Source: an optimization exercise on an open RTL-to-GDS flow (aim: small area, a short achievable clock period and few clock cycles). Production flows keep margins and buffers that such runs may drop.
The RTL was checked by simulation tests, not by an equivalence proof against the original design.

// MyDesign
module MyDesign (
  input  wire        dut_run,
  output reg         dut_busy,
  input  wire        reset_b,
  input  wire        clk,
  output wire        input_sram_write_enable,
  output wire [11:0] input_sram_write_addresss,
  output wire [15:0] input_sram_write_data,
  output reg  [11:0] input_sram_read_address,
  input  wire [15:0] input_sram_read_data,
  output reg         output_sram_write_enable,
  output reg  [11:0] output_sram_write_addresss,
  output reg  [15:0] output_sram_write_data,
  output wire [11:0] output_sram_read_address,
  input  wire [15:0] output_sram_read_data,
  output wire        scratchpad_sram_write_enable,
  output wire [11:0] scratchpad_sram_write_addresss,
  output wire [15:0] scratchpad_sram_write_data,
  output wire [11:0] scratchpad_sram_read_address,
  input  wire [15:0] scratchpad_sram_read_data,
  output wire        weights_sram_write_enable,
  output wire [11:0] weights_sram_write_addresss,
  output wire [15:0] weights_sram_write_data,
  output wire [11:0] weights_sram_read_address,
  input  wire [15:0] weights_sram_read_data
);
Size: about 580 flip-flops, ~230 I/O pins.
clock: 8.5 ns
lec_check: 0
cap_margin: 20
core_margin: 2
core_utilization: 40
cts_cluster_diameter: 60
cts_cluster_size: 30
place_density: 0.6
setup_slack_margin: 4.75
slew_margin: 20
run.sh (not shown) runs the stock make flow with config.mk's settings and CLKGATE_MAP_FILE= SYNTH_SCRIPT=/design/flow/synth_recipe.tcl, a recipe that flattens the netlist after the stock synthesis.
Testbench counts at the start, summed over its fixed seeds: cycles 100,730.
==> next run, changes <==
- CTS_CLUSTER_DIAMETER: 60 -> 80
Effect:
- design area is lower by 0.32%
- global-route usage went down by 0.14 points
- wire length falls by 0.53%
- final cell count hardly moves
- synthesized cell count stays the same
- core utilization went down by 0.14 points
- worst hold slack barely changes
- non-clock buffer count rises by 22
- critical path depth stays the same
==> next run, changes <==
- ABC_AREA: not set -> 1
- CTS_CLUSTER_DIAMETER: 80 -> 60
- SETUP_SLACK_MARGIN: 4.75 -> 4.9
=> Count of clock-buffer cells in the layout is higher by 4; global-route usage is higher by 1.6 points; setup slack improved by 0.11 ns; area after synthesis is lower by 0.31%.
==> next run, changes <==
- ABC_AREA: 1 -> not set
- CTS_CLUSTER_DIAMETER: 60 -> 70
- CTS_CLUSTER_SIZE: 30 -> 35
- SETUP_SLACK_MARGIN: 4.9 -> 4.75
=> The new run completed with no timing, DRC or antenna violations; count of clock-buffer cells in the layout goes down by 4; synthesized area rises slightly; worst hold slack gets better by 0.0072 ns; non-clock buffer count is higher by 20; via count shrinks by roughly a tenth; flip-flop and latch count stays the same; final area shrinks by a few percent.
==> next run, changes <==
- CTS_CLUSTER_DIAMETER: 70 -> not set
- CTS_CLUSTER_SIZE: 35 -> not set
- SETUP_SLACK_MARGIN: 4.75 -> 5.0
What happened: The changed run produced a clean layout. Core utilization increases by 2.9 points. Non-clock buffer count rose by 122. Sequential share of layout area falls by 2.0 points. Synthesized cell count stays the same. Design area goes up by 6.5%. Maximum frequency increases by 2.4%. Global-route usage climbs by 0.75 points. Synthesized area does not change. Cell count came out higher by 4.0%.

* * *

Starting RTL as in the previous note.
make LEC_CHECK=0 CAP_MARGIN=20 CORE_MARGIN=2 CORE_UTILIZATION=40 CTS_CLUSTER_DIAMETER=50 CTS_CLUSTER_SIZE=40 PLACE_DENSITY=0.6 SETUP_SLACK_MARGIN=4.75 SLEW_MARGIN=20 finish   # period 8.5 ns
The baseline ran to the end with no violations.
Testbench counts at the start, summed over its fixed seeds: cycles 100,730.
==> next run, changes <==
- CTS_CLUSTER_DIAMETER: 50 -> unset
- CTS_CLUSTER_SIZE: 40 -> unset
Outcome:
- synthesized area does not change
- global-route usage barely changes
- utilization came out lower by 0.39 points
- flip-flop and latch count is unchanged
- setup slack is worse by 0.020 ns
- count of clock-buffer cells in the layout is higher by 27
- cell area goes down by about 0.9%
- maximum frequency goes down by 0.55%
- die area is unchanged

-- port drivers added, routing unchanged --
In the flow no input, the clock included, has a driving cell. The finished layouts below were timed again as built, in two steps. Step 1, drivers: a clkbuf_16 drives clk and a buf_2 each remaining input, both assumed. Step 2 also shifts input and output timing later by t, the mid clock arrival at the registers, as if the neighbouring blocks saw the same clock. Slacks: no drivers / after step 1 / after step 2; pairs: no drivers / after step 1.
run | t (ns) | setup slack, ns | hold slack, ns
the first run of note 1 | 0.679 | 4.818 / 4.818 / 4.361 | 0.330 / 0.330 / 0.330
the second run of note 1 | 0.654 | 4.811 / 4.811 / 4.331 | 0.329 / 0.329 / 0.329
the third run of note 1 | 0.680 | 4.917 / 4.917 / 4.544 | 0.320 / 0.320 / 0.320
the fourth run of note 1 | 0.662 | 4.829 / 4.829 / 4.304 | 0.327 / 0.327 / 0.327
the fifth run of note 1 | 0.716 | 4.913 / 4.913 / 4.564 | 0.325 / 0.325 / 0.325
the first run of note 2 | 0.703 | 4.848 / 4.848 / 4.387 | 0.324 / 0.324 / 0.324
the second run of note 2 | 0.707 | 4.828 / 4.828 / 4.318 | 0.323 / 0.323 / 0.323
After both steps setup and hold are still met in every run listed. The setup slack of the fourth run of note 1, which loses most, moves by 0.000 ns with the drivers and by -0.525 ns with both steps.
